Context: an optimization exercise on an open-source flow, tuned for small area and a short achievable clock period. The choices shown serve that exercise and are no tape-out recipe. At most, simulation tests tie the RTL to the original design; equivalence was not proved. No activity file was given, so power comes from the tool's default toggle rates.

## vedicmult_16bit
module vedicmult_16bit(input [15:0] a, b,
input clk, reset,
output reg [31:0] out);
For scale: roughly 770 cells after synthesis, about 66 I/O pins.
Settings: LEC_CHECK=0, CAP_MARGIN=20, CORE_MARGIN=2, CORE_UTILIZATION=40, CTS_BUF_LIST=sky130_fd_sc_hd__clkbuf_8, CTS_CLUSTER_SIZE=8, SLEW_MARGIN=20, SYNTH_HIERARCHICAL=1, SYNTH_MINIMUM_KEEP_SIZE=0; clock period 17.0 ns.
standard.sh (not shown) runs the stock make flow with config.mk's settings and CLKGATE_MAP_FILE= SYNTH_SCRIPT=/design/flow/synth_recipe.tcl, a recipe that flattens the netlist after the stock synthesis.
==> flow/flow/run.sh <==
#!/bin/bash
# Own layout flow: the standard ORFS flow (standard.sh), with the input and
# output port buffers made of plain buf_2 cells (the default picks a delay cell);
# the output buffers are then cut down to buf_1 before detailed placement.
set -euo pipefail
export BUFFER_PORTS_ARGS="-buffer_cell sky130_fd_sc_hd__buf_2"
export PRE_FLOORPLAN_TCL="$PWD/flow/pre_floorplan.tcl"
export PRE_DETAIL_PLACE_TCL="$PWD/flow/pre_detail_place.tcl"
export SETUP_SLACK_MARGIN=8.8
bash standard.sh > standard.log 2>&1
==> flow/flow/pre_detail_place.tcl <==
# Output ports drive only the 10 fF pin load and have ample slack: their port
# buffers can be the smallest buffer.
set n 0
foreach inst [[ord::get_db_block] getInsts] {
  set m [[$inst getMaster] getName]
  set name [$inst getName]
  if { $m eq "sky130_fd_sc_hd__buf_2" && [string match "output*" $name] } {
    replace_cell [get_cells $name] sky130_fd_sc_hd__buf_1
    incr n
  }
}
puts "pre_detail_place: resized $n output buffers"
==> flow/flow/pre_floorplan.tcl <==
# Synthesis (abc) maps each Booth selector to an a22oi_2; the _1 cell is the
# same function in less area and easily drives the single gate it feeds.
set swaps {sky130_fd_sc_hd__a22oi_2 sky130_fd_sc_hd__a22oi_1}
set n 0
foreach inst [[ord::get_db_block] getInsts] {
  set m [[$inst getMaster] getName]
  if { [dict exists $swaps $m] } {
    replace_cell [get_cells [$inst getName]] [dict get $swaps $m]
    incr n
  }
}
puts "pre_floorplan: resized $n cells"
The first run finished clean.
Then changed:
--- a/flow/config.mk
+++ b/flow/config.mk
@@ -9,3 +9,3 @@
 export CORE_MARGIN = 2
-export CORE_UTILIZATION = 40
+export CORE_UTILIZATION = 60
 export CTS_BUF_LIST = sky130_fd_sc_hd__clkbuf_8
What happened:
- The new run completed with no timing, DRC or antenna violations
- setup slack gets better by 0.012 ns
- power is higher by a few percent
- flip-flop and latch count stays the same
- fmax stays flat
- global-route usage is higher by 11 points
- via count is higher by a few percent
Then changed:
--- a/flow/config.mk
+++ b/flow/config.mk
@@ -9,3 +9,3 @@
 export CORE_MARGIN = 2
-export CORE_UTILIZATION = 60
+export CORE_UTILIZATION = 75
 export CTS_BUF_LIST = sky130_fd_sc_hd__clkbuf_8
=> The changed run completed without violations; cell count went down by 1.8%; sequential share of layout area went up by 0.16 points; maximum frequency went down by 1.3%; worst hold slack gains 0.025 ns; non-clock buffer count went down by 3; total power went down by about 1.2%; synthesized area stays the same; die area went down by about 20%; global-route usage went up by 8.8 points; wire length went up by 3.6%; via count went up by about 6%.
Function was not checked in any run of this note: the RTL went through the layout flow alone.

---

vedicmult_16bit, a different RTL version from the one above (not shown whole).
For scale: about 810 cells after synthesis, about 32 flip-flops, about 66 I/O pins.
clock: 17.0 ns
lec_check: 0
cap_margin: 20
core_margin: 2
core_utilization: 40
cts_buf_list: sky130_fd_sc_hd__clkbuf_4
cts_cluster_size: 8
slew_margin: 20
synth_hierarchical: 1
synth_minimum_keep_size: 0
==> flow/flow/run.sh <==
#!/bin/bash
# Own layout flow: the standard ORFS flow (standard.sh), with the input and
# output port buffers made of plain buf_2 cells (the default picks a delay cell);
# the output buffers are then cut down to buf_1 before detailed placement.
set -euo pipefail
export BUFFER_PORTS_ARGS="-buffer_cell sky130_fd_sc_hd__buf_2"
export PRE_FLOORPLAN_TCL="$PWD/flow/pre_floorplan.tcl"
export PRE_DETAIL_PLACE_TCL="$PWD/flow/pre_detail_place.tcl"
bash standard.sh > standard.log 2>&1
Scripts as last shown in full above: flow/flow/pre_detail_place.tcl, flow/flow/pre_floorplan.tcl
Rerun with:
--- a/flow/flow/run.sh
+++ b/flow/flow/run.sh
@@ -8,0 +9 @@
+export SETUP_SLACK_MARGIN=8.8
The new run went through all stages and came out clean. Hold slack is worse by 3.2 ps. Combinational power climbs by about 13%. Fmax came out higher by about 5%. Power rises by 11%. Routed wire length went up by 1.9%.
No run of this note included a check of the RTL's function; only the layout flow was run.

---

Another version of the RTL of vedicmult_16bit (not shown whole).
Size in the first run: ~760 cells after synthesis, ~32 flip-flops, roughly 7300 µm² of cells after synthesis.
export LEC_CHECK = 0
export CAP_MARGIN = 20
export CORE_MARGIN = 2
export CORE_UTILIZATION = 40
export CTS_BUF_LIST = sky130_fd_sc_hd__clkbuf_4 sky130_fd_sc_hd__clkbuf_8
export SLEW_MARGIN = 20
export SYNTH_HIERARCHICAL = 1
export SYNTH_MINIMUM_KEEP_SIZE = 0
create_clock -name core_clock -period 17.0 [get_ports {clk}]
==> flow/flow/run.sh <==
#!/bin/bash
# Own layout flow: the standard ORFS flow (standard.sh), with the input and
# output port buffers made of plain buf_2 cells (the default picks a delay cell).
set -euo pipefail
export BUFFER_PORTS_ARGS="-buffer_cell sky130_fd_sc_hd__buf_2"
export PRE_FLOORPLAN_TCL="$PWD/flow/pre_floorplan.tcl"
bash standard.sh > standard.log 2>&1
Scripts as last shown in full above: flow/flow/pre_floorplan.tcl
==> next run, changes <==
--- a/flow/flow/run.sh
+++ b/flow/flow/run.sh
@@ -6,0 +7 @@
+export SETUP_SLACK_MARGIN=9
Outcome: Via count goes down by 1.2%. Global-route usage is lower by 2.2 points. Non-clock buffer count came out higher by 5. Critical path depth shrinks by 1. Worst setup slack improved by 580 ps. Die area is unchanged. Combinational power came out higher by about 10%. Sequential share of layout area fell by 0.47 points. Count of clock-buffer cells in the layout is lower by 1.
Function was not checked in any run of this note: the RTL went through the layout flow alone.

---

Another version of the RTL of vedicmult_16bit (not shown whole).
For scale: roughly 700 cells after synthesis, about 66 I/O pins.
Design vedicmult_16bit, start of the top module:
module vedicmult_16bit(input [15:0] a, b,
input clk, reset,
output reg [31:0] out);
==> flow/config.mk <==
export PLATFORM = sky130hd
export DESIGN_NAME = vedicmult_16bit
export DESIGN_NICKNAME = vedicmult_16bit
export VERILOG_FILES = /design/flow/design.v
export SDC_FILE = /design/flow/constraint.sdc
export NUM_CORES = 4
export LEC_CHECK = 0
export CAP_MARGIN = 20
export CORE_MARGIN = 2
export CORE_UTILIZATION = 40
export CTS_BUF_LIST = sky130_fd_sc_hd__clkbuf_4
export CTS_CLUSTER_SIZE = 8
export SLEW_MARGIN = 70
export SYNTH_HIERARCHICAL = 1
export SYNTH_MINIMUM_KEEP_SIZE = 0
==> flow/constraint.sdc <==
create_clock -name core_clock -period 17.0 [get_ports {clk}]
set_input_delay 3.4000 -clock core_clock [delete_from_list [all_inputs] [get_ports {clk}]]
set_output_delay 3.4000 -clock core_clock [all_outputs]
set_load 0.01 [all_outputs]
==> flow/flow/run.sh <==
#!/bin/bash
# Own layout flow: the standard ORFS flow (standard.sh), with the input and
# output port buffers made of plain buf_2 cells (the default picks a delay cell);
# the output buffers are then cut down to buf_1 before detailed placement.
set -euo pipefail
export BUFFER_PORTS_ARGS="-buffer_cell sky130_fd_sc_hd__buf_2"
export PRE_FLOORPLAN_TCL="$PWD/flow/pre_floorplan.tcl"
export PRE_DETAIL_PLACE_TCL="$PWD/flow/pre_detail_place.tcl"
export SETUP_SLACK_MARGIN=8.8
bash standard.sh > standard.log 2>&1
Scripts as last shown in full above: flow/flow/pre_detail_place.tcl, flow/flow/pre_floorplan.tcl
The starting point ran to the end with no violations.
Edit:
==> flow/flow/run.sh (replaced) <==
#!/bin/bash
# Own layout flow: the standard ORFS flow (standard.sh), with the input and
# output port buffers made of plain buf_2 cells (the default picks a delay cell).
set -euo pipefail
export BUFFER_PORTS_ARGS="-buffer_cell sky130_fd_sc_hd__buf_2"
export PRE_FLOORPLAN_TCL="$PWD/flow/pre_floorplan.tcl"
bash standard.sh > standard.log 2>&1
--- a/flow/config.mk
+++ b/flow/config.mk
@@ -9,6 +9,5 @@
 export CORE_MARGIN = 2
 export CORE_UTILIZATION = 40
-export CTS_BUF_LIST = sky130_fd_sc_hd__clkbuf_4
-export CTS_CLUSTER_SIZE = 8
+export CTS_BUF_LIST = sky130_fd_sc_hd__clkbuf_4 sky130_fd_sc_hd__clkbuf_8
 export SLEW_MARGIN = 70
 export SYNTH_HIERARCHICAL = 1
removed: flow/flow/pre_detail_place.tcl
After rerunning:
- The new run went through all stages and came out clean
- routed wire length falls by about 1.7%
- combinational power falls by about 6%
- setup slack loses 0.52 ns
- utilization falls by 3.6 points
- via count falls by 2.9%
- first-iteration DRC count falls by 13%
- design area falls by about 7%
- global-route usage rises by 0.63 points
- count of clock-buffer cells in the layout falls by 1
Edit:
==> flow/flow/run.sh (replaced) <==
#!/bin/bash
# Own layout flow: the standard ORFS flow (standard.sh), with the input and
# output port buffers made of plain buf_2 cells (the default picks a delay cell);
# the output buffers are then cut down to buf_1 before detailed placement.
set -euo pipefail
export BUFFER_PORTS_ARGS="-buffer_cell sky130_fd_sc_hd__buf_2"
export PRE_FLOORPLAN_TCL="$PWD/flow/pre_floorplan.tcl"
export PRE_DETAIL_PLACE_TCL="$PWD/flow/pre_detail_place.tcl"
bash standard.sh > standard.log 2>&1
==> flow/flow/pre_detail_place.tcl (new file) <==
# Output ports drive only the 10 fF pin load and have ample slack: their port
# buffers can be the smallest buffer.
set n 0
foreach inst [[ord::get_db_block] getInsts] {
  set m [[$inst getMaster] getName]
  set name [$inst getName]
  if { $m eq "sky130_fd_sc_hd__buf_2" && [string match "output*" $name] } {
    replace_cell [get_cells $name] sky130_fd_sc_hd__buf_1
    incr n
  }
}
puts "pre_detail_place: resized $n output buffers"
--- a/flow/config.mk
+++ b/flow/config.mk
@@ -9,5 +9,6 @@
 export CORE_MARGIN = 2
 export CORE_UTILIZATION = 40
-export CTS_BUF_LIST = sky130_fd_sc_hd__clkbuf_4 sky130_fd_sc_hd__clkbuf_8
+export CTS_BUF_LIST = sky130_fd_sc_hd__clkbuf_4
+export CTS_CLUSTER_SIZE = 8
 export SLEW_MARGIN = 70
 export SYNTH_HIERARCHICAL = 1
After rerunning: The changed run ran to the end with no violations. Global-route usage is about the same. Utilization decreases by 0.49 points. Clock-buffer cell count went down by 1. Via count grows slightly. Fmax goes up slightly. Cell area drops slightly. Synthesized cell count does not change. Non-clock buffer count fell by 1. Die area does not change. Wire length stays flat. First-iteration DRC count came out higher by about a fifth.
No functional check of the RTL was part of any run of this note.

---

try-maple:
vedicmult_16bit, a different RTL version from the one above (not shown whole).
Size in the first run: about 760 cells after synthesis, roughly 66 I/O pins, roughly 0.0073 mm² of cells after synthesis.
## vedicmult_16bit
module vedicmult_16bit(input [15:0] a, b,
input clk, reset,
output reg [31:0] out);
clock: 17.0 ns
lec_check: 0
cap_margin: 20
core_margin: 2
core_utilization: 40
cts_buf_list: sky130_fd_sc_hd__clkbuf_4
cts_cluster_size: 8
slew_margin: 20
synth_hierarchical: 1
synth_minimum_keep_size: 0
==> flow/flow/run.sh <==
#!/bin/bash
# Own layout flow: the standard ORFS flow (standard.sh), with the input and
# output port buffers made of plain buf_2 cells (the default picks a delay cell);
# the output buffers are then cut down to buf_1 before detailed placement.
set -euo pipefail
export BUFFER_PORTS_ARGS="-buffer_cell sky130_fd_sc_hd__buf_2"
export PRE_FLOORPLAN_TCL="$PWD/flow/pre_floorplan.tcl"
export PRE_DETAIL_PLACE_TCL="$PWD/flow/pre_detail_place.tcl"
export SETUP_SLACK_MARGIN=8.8
bash standard.sh > standard.log 2>&1
==> flow/flow/pre_detail_place.tcl <==
# Output ports drive only the 10 fF pin load and have ample slack: their port
# buffers can be the smallest buffer.
set n 0
foreach inst [[ord::get_db_block] getInsts] {
  set m [[$inst getMaster] getName]
  set name [$inst getName]
  if { $m eq "sky130_fd_sc_hd__buf_2" && [string match "output*" $name] } {
    replace_cell [get_cells $name] sky130_fd_sc_hd__buf_1
    incr n
  }
}
puts "pre_detail_place: resized $n output buffers"
Scripts as last shown in full above: flow/flow/pre_floorplan.tcl
try-maple went all the way through synthesis, placement and routing and the layout is clean on timing, DRC and antenna.
--- input diff try-maple..try-sierra ---
diff --git a/flow/flow/run.sh b/flow/flow/run.sh
--- a/flow/flow/run.sh
+++ b/flow/flow/run.sh
@@ -7,4 +7,4 @@
 export PRE_FLOORPLAN_TCL="$PWD/flow/pre_floorplan.tcl"
 export PRE_DETAIL_PLACE_TCL="$PWD/flow/pre_detail_place.tcl"
-export SETUP_SLACK_MARGIN=8.8
+export SETUP_SLACK_MARGIN=9.1
 bash standard.sh > standard.log 2>&1
--- outcome ---
The internal power component of try-sierra is higher than that of try-maple.
The total power draw of try-sierra was inferior to that of try-maple.
Compared with try-maple, in try-sierra worst slack at placement now larger, sequential share of layout area now smaller, number of filler instances in the final layout now smaller, clock group share of total power now larger, cell leakage power now larger.
Looking at try-sierra and try-maple, the proportion of register bits with asynchronous set or reset after synthesis is a wash.
[inputs] try-willow vs try-sierra
==> flow/flow/run.sh <==
#!/bin/bash
# Own layout flow: the standard ORFS flow (standard.sh) with these changes:
# - input and output port buffers are plain buf_2 cells (the default picks a
#   delay cell); the output ones are cut to buf_1 before detailed placement
#   (flow/pre_detail_place.tcl), as they drive only the pin load;
# - abc's a22oi_2 cells, if any, become a22oi_1 (flow/pre_floorplan.tcl);
# - the timing repair aims at 8.8 ns of setup slack, so that it speeds up the
#   critical path beyond what the 17 ns clock alone asks for.
# The clock period and all constraints are the design's.
set -euo pipefail
export BUFFER_PORTS_ARGS="-buffer_cell sky130_fd_sc_hd__buf_2"
export PRE_FLOORPLAN_TCL="$PWD/flow/pre_floorplan.tcl"
export PRE_DETAIL_PLACE_TCL="$PWD/flow/pre_detail_place.tcl"
export SETUP_SLACK_MARGIN=8.8
bash standard.sh > standard.log 2>&1
==> summary.txt <==
Area of all placed cells without fillers for try-willow is lower than for try-sierra.
Between try-willow and try-sierra, it is try-willow whose aggregate global-route resource usage is higher, by 0.87 points.
Going from try-sierra to try-willow, hold slack increased 59 ps, number of inserted diodes up 2, total internal power went down.

---

Starting RTL as in the previous note.
// vedicmult_16bit
module vedicmult_16bit(input [15:0] a, b,
input clk, reset,
output reg [31:0] out);
export LEC_CHECK = 0
export CAP_MARGIN = 20
export CORE_MARGIN = 2
export CORE_UTILIZATION = 40
export CTS_BUF_LIST = sky130_fd_sc_hd__clkbuf_4
export CTS_CLUSTER_SIZE = 8
export SLEW_MARGIN = 20
export SYNTH_HIERARCHICAL = 1
export SYNTH_MINIMUM_KEEP_SIZE = 0
create_clock -name core_clock -period 17.0 [get_ports {clk}]
==> flow/flow/run.sh <==
#!/bin/bash
# Own layout flow: the standard ORFS flow (standard.sh), with the input and
# output port buffers made of plain buf_2 cells (the default picks a delay cell);
# the output buffers are then cut down to buf_1 before detailed placement.
set -euo pipefail
export BUFFER_PORTS_ARGS="-buffer_cell sky130_fd_sc_hd__buf_2"
export PRE_FLOORPLAN_TCL="$PWD/flow/pre_floorplan.tcl"
export PRE_DETAIL_PLACE_TCL="$PWD/flow/pre_detail_place.tcl"
export SETUP_SLACK_MARGIN=8.95
bash standard.sh > standard.log 2>&1
Scripts as last shown in full above: flow/flow/pre_detail_place.tcl, flow/flow/pre_floorplan.tcl
The first run finished clean.
Edit:
==> flow/flow/run.sh (replaced) <==
#!/bin/bash
# Own layout flow: the standard ORFS flow (standard.sh) with these changes:
# - input and output port buffers are plain buf_2 cells (the default picks a
#   delay cell); the output ones are cut to buf_1 before detailed placement
#   (flow/pre_detail_place.tcl), as they drive only the pin load;
# - abc's a22oi_2 cells, if any, become a22oi_1 (flow/pre_floorplan.tcl).
# The clock period and all constraints are the design's.
set -euo pipefail
export BUFFER_PORTS_ARGS="-buffer_cell sky130_fd_sc_hd__buf_2"
export PRE_FLOORPLAN_TCL="$PWD/flow/pre_floorplan.tcl"
export PRE_DETAIL_PLACE_TCL="$PWD/flow/pre_detail_place.tcl"
bash standard.sh > standard.log 2>&1
Worst setup slack got worse by 0.29 ns.
Sequential power barely changes.
Total power fell by about 10%.
Clock-buffer cell count stays the same.
Utilization fell by 1.3 points.
Non-clock buffer count fell by 5.
Synthesized area is unchanged.
Cell area fell by about 3%.

what the ideal ports hide:
Ports are ideal in the flow. The routed layouts listed here were re-timed in OpenROAD.
Step 1: set_driving_cell puts a clkbuf_16 on clk and a buf_2 on each other input, an assumption about the parent block.
Step 2 moves the port delays by t, midway between the first and last clock arrival at a register: inputs arrive t later, outputs are due t later. That takes back most of the time a late clock gives input paths.
a / b / c = no drivers / after step 1 / after step 2; a / b = the first two.
run	t (ns)	slack for setup (ns)	slew at the worst register clock pin (ns)
the first run of note 1	0.338	8.994 / 9.005 / 8.667	0.08 / 0.08
the second run of note 1	0.317	9.005 / 8.993 / 8.676	0.07 / 0.07
the third run of note 1	0.312	8.899 / 8.890 / 8.578	0.07 / 0.07
the first run of note 2	0.399	8.614 / 8.628 / 8.229	0.12 / 0.12
the second run of note 2	0.385	9.020 / 9.033 / 8.648	0.10 / 0.10
the first run of note 3	0.332	8.528 / 8.547 / 8.215	0.07 / 0.07
the second run of note 3	0.297	9.110 / 9.088 / 8.791	0.07 / 0.07
the first run of note 4	0.407	8.941 / 8.865 / 8.458	0.11 / 0.11
the second run of note 4	0.349	8.423 / 8.433 / 8.083	0.08 / 0.08
the third run of note 4	0.435	8.551 / 8.560 / 8.125	0.12 / 0.12
try-maple	0.392	9.009 / 9.012 / 8.620	0.10 / 0.10
try-sierra	0.354	9.213 / 9.208 / 8.854	0.11 / 0.11
try-willow	0.392	9.009 / 9.012 / 8.620	0.10 / 0.10
the first run of note 6	0.356	9.112 / 9.106 / 8.750	0.11 / 0.11
the second run of note 6	0.375	8.818 / 8.829 / 8.454	0.10 / 0.10
After both steps every run listed still meets setup and hold. The setup slack of the first run of note 4, which loses most, moves by -0.076 ns with the drivers and by -0.483 ns with both steps.
